This design comes from an exercise in tuning for small area on the open sky130 flow, not from production work. At most, simulation tests tie the RTL to the original design; equivalence was not proved. No activity file was given, so power comes from the tool's default toggle rates.

== v36 ==
==> flow/design.v (excerpt) <==
module BRAM_GPU(
        input wire vga_clk,
        input wire rst,
        output wire [3:0] r,
        output wire [3:0] g,
        output wire [3:0] b,
        output wire hs,
        output wire vs,
        output wire [11:0] bram_addr_blk,
        input wire [15:0] bram_rdata_blk,
        output wire [12:0] bram_addr_txtr,
        input wire [11:0] bram_rdata_txtr
);
Size: roughly 760 cells after synthesis, about 46 flip-flops, roughly 69 I/O pins, ~4700 µm² of cells after synthesis.
clock: 10.0 ns
lec_check: 0
abc_area: 1
cap_margin: 20
core_margin: 2
core_utilization: 35
cts_buf_list: sky130_fd_sc_hd__clkbuf_8
gpl_timing_driven: 0
setup_slack_margin: 0.3
slew_margin: 20
synth_memory_max_bits: 131072
standard.sh (not shown) runs the stock make flow with config.mk's settings and CLKGATE_MAP_FILE= SYNTH_SCRIPT=/design/flow/synth_recipe.tcl, a recipe that flattens the netlist after the stock synthesis.
==> flow/flow/run.sh <==
#!/bin/bash
# The standard layout (standard.sh) with these changes:
#  - synthesis maps the logic with an area-oriented ABC script (flow/abc_area.script:
#    &nf area mapping, no ABC buffering or resizing), leaves adders to ABC instead of
#    extracting half/full adder cells, and inserts no buffers on pass-through wires;
#    registers are mapped exactly as standard.sh does;
#  - the port buffers inserted at global placement are sky130_fd_sc_hd__buf_1;
#  - clock tree synthesis uses clkbuf_8 buffers and inserts no dummy loads.
# Each step's full log stays under orfs/logs; make's own output goes to make_*.log here.
set -euo pipefail
W=$(pwd)
rm -rf "$W/scripts"
cp -r "$FLOW_HOME/scripts" "$W/scripts"
cp "$W/flow/abc_area.script" "$W/scripts/abc_area.script"
bash standard.sh SCRIPTS_DIR="$W/scripts" ADDER_MAP_FILE= SYNTH_INSBUF=0 synth > make_synth.log 2>&1
bash standard.sh BUFFER_PORTS_ARGS="-buffer_cell sky130_fd_sc_hd__buf_1" CTS_ARGS="-sink_clustering_enable -repair_clock_nets -buf_list sky130_fd_sc_hd__clkbuf_8 -dont_use_dummy_load" finish > make_finish.log 2>&1
==> flow/flow/abc_area.script <==
&get -n
&st
&dch -f
&nf -p -R 1000 -F 8 -A 8
&put
topo
stime -c
### v36 -> v39
-- flow/flow/run.sh --
<<< v36, line 7
#  - the port buffers inserted at global placement are sky130_fd_sc_hd__buf_1;
#  - clock tree synthesis uses clkbuf_8 buffers and inserts no dummy loads.
>>> v39, line 7
#  - the port buffers inserted at global placement are sky130_fd_sc_hd__buf_1.
<<< v36, line 16
bash standard.sh BUFFER_PORTS_ARGS="-buffer_cell sky130_fd_sc_hd__buf_1" CTS_ARGS="-sink_clustering_enable -repair_clock_nets -buf_list sky130_fd_sc_hd__clkbuf_8 -dont_use_dummy_load" finish > make_finish.log 2>&1
>>> v39, line 15
bash standard.sh BUFFER_PORTS_ARGS="-buffer_cell sky130_fd_sc_hd__buf_1" CTS_ARGS="-sink_clustering_enable -repair_clock_nets -buf_list sky130_fd_sc_hd__clkbuf_8 -sink_clustering_size 24 -dont_use_dummy_load" finish > make_finish.log 2>&1
-- flow/config.mk --
<<< v36, line 14
export SETUP_SLACK_MARGIN = 0.3
>>> v39, line 14
export SETUP_SLACK_MARGIN = 0.5
### Flow results
Summary of v39 over v36: number of sinks on the clock net held; total number of placement rows held. Between v39 and v36, the summed area of non-filler cells in the final layout figures differ only marginally. The maximum cell stage delay along the critical path on v36 is in line with that on v39.
> inputs changed (v39 -> v58)
-- flow/flow/run.sh --
<<< v39, line 7
#  - the port buffers inserted at global placement are sky130_fd_sc_hd__buf_1.
>>> v58, line 7
#  - the port buffers inserted at global placement are sky130_fd_sc_hd__buf_1;
#  - clock tree synthesis uses clkbuf_8 buffers and inserts no dummy loads.
<<< v39, line 15
bash standard.sh BUFFER_PORTS_ARGS="-buffer_cell sky130_fd_sc_hd__buf_1" CTS_ARGS="-sink_clustering_enable -repair_clock_nets -buf_list sky130_fd_sc_hd__clkbuf_8 -sink_clustering_size 24 -dont_use_dummy_load" finish > make_finish.log 2>&1
>>> v58, line 16
bash standard.sh BUFFER_PORTS_ARGS="-buffer_cell sky130_fd_sc_hd__buf_1" CTS_ARGS="-sink_clustering_enable -repair_clock_nets -buf_list sky130_fd_sc_hd__clkbuf_8 -dont_use_dummy_load" finish > make_finish.log 2>&1
Findings:
Having completed the whole flow, v58 delivered a layout that passed the timing, design-rule and antenna checks. Met2 demand-to-capacity share in global routing came out exactly the same in v39 and v58. From v58 to v39, hold slack did not move at all. Between v39 and v58, the count of clock buffers in the final design does not differ in any meaningful way. Diff v58..v39 | final sequential cell count | unchanged. Diff v58..v39 | worst setup slack | unchanged.

* * *

Setup of north:
BRAM_GPU, a different RTL version from the one above (not shown whole).
Size in the first run: ~770 cells after synthesis, about 69 I/O pins.
export LEC_CHECK = 0
export ABC_AREA = 1
export CAP_MARGIN = 20
export CORE_MARGIN = 2
export CORE_UTILIZATION = 40
export CTS_BUF_LIST = sky130_fd_sc_hd__clkbuf_8
export GPL_TIMING_DRIVEN = 0
export SETUP_SLACK_MARGIN = 0.4
export SLEW_MARGIN = 20
export SYNTH_MEMORY_MAX_BITS = 131072
create_clock -name core_clock -period 10.0 [get_ports {vga_clk}]
==> flow/flow/run.sh <==
#!/bin/bash
# The standard layout (standard.sh) with two changes:
#  - synthesis maps the logic with an area-oriented ABC script (flow/abc_area.script:
#    map -a, no ABC buffering or resizing) and leaves adders to ABC instead of
#    extracting half/full adder cells; registers are mapped exactly as standard.sh does;
#  - the port buffers inserted at global placement are sky130_fd_sc_hd__buf_1.
# Each step's full log stays under orfs/logs; make's own output goes to *.log here.
set -euo pipefail
W=$(pwd)
rm -rf "$W/scripts"
cp -r "$FLOW_HOME/scripts" "$W/scripts"
cp "$W/flow/abc_area.script" "$W/scripts/abc_area.script"
bash standard.sh SCRIPTS_DIR="$W/scripts" ADDER_MAP_FILE= SYNTH_INSBUF=0 synth > make_synth.log 2>&1
bash standard.sh BUFFER_PORTS_ARGS="-buffer_cell sky130_fd_sc_hd__buf_1" finish > make_finish.log 2>&1
Scripts as last shown in full above: flow/flow/abc_area.script
Modified inputs, south compared to north
# north
export LEC_CHECK = 0
export ABC_AREA = 1
export CAP_MARGIN = 20
export CORE_MARGIN = 2
export CORE_UTILIZATION = 40
export CTS_BUF_LIST = sky130_fd_sc_hd__clkbuf_8
export GPL_TIMING_DRIVEN = 0
export SETUP_SLACK_MARGIN = 0.4
export SLEW_MARGIN = 20
export SYNTH_MEMORY_MAX_BITS = 131072
create_clock -name core_clock -period 10.0 [get_ports {vga_clk}]
# south
export LEC_CHECK = 0
export ABC_AREA = 1
export CAP_MARGIN = 20
export CORE_MARGIN = 2
export CORE_UTILIZATION = 40
export CTS_BUF_LIST = sky130_fd_sc_hd__clkbuf_8
export GPL_TIMING_DRIVEN = 0
export SLEW_MARGIN = 20
export SYNTH_MEMORY_MAX_BITS = 131072
create_clock -name core_clock -period 10.0 [get_ports {vga_clk}]
Findings:
- Diff north -> south: power per unit of standard cell area did not really move; global routing met1 resource utilization held steady; proportion of cell area occupied by registers now sits at about the same level; relative contribution of the clock network to total power was more or less identical; tightest slew margin relative to the limit lower.
- Reported for north and south, cell count after synthesis turned out identical to the last digit.
Function was not checked in any run of this note: the RTL went through the layout flow alone.

port drivers added, routing unchanged:
The flow's constraints put no driver on any port. The routed layouts listed below were extracted and timed again, unchanged, in two steps.
Step 1: set_driving_cell puts a clkbuf_16 on vga_clk and a buf_2 on each other input, an assumption about the parent block.
Step 2 also shifts input and output timing later by t, the mid clock arrival at the registers, as if the neighbouring blocks saw the same clock.
Three values: ideal ports, drivers, drivers and shift; two values: the first two.
| run | t (ns) | setup WS [ns] | worst setup path at the end | slew at the worst register clock pin (ns) | cell pins on the clock port's net |
|---|---|---|---|---|---|
| v36 | 0.329 | 0.414 / 0.413 / 0.413 | register to register | 0.10 / 0.10 | 1 |
| v39 | 0.328 | 0.466 / 0.466 / 0.466 | register to register | 0.10 / 0.10 | 1 |
| v58 | 0.328 | 0.466 / 0.466 / 0.466 | register to register | 0.10 / 0.10 | 1 |
| north | 0.332 | 0.514 / 0.514 / 0.514 | register to register | 0.10 / 0.10 | 1 |
| south | 0.331 | 0.258 / 0.258 / 0.258 | register to register | 0.10 / 0.10 | 1 |
After both steps every run listed still meets setup and hold. For v36, which loses most, drivers alone change the setup slack by -0.001 ns; drivers and shift together by -0.001 ns.
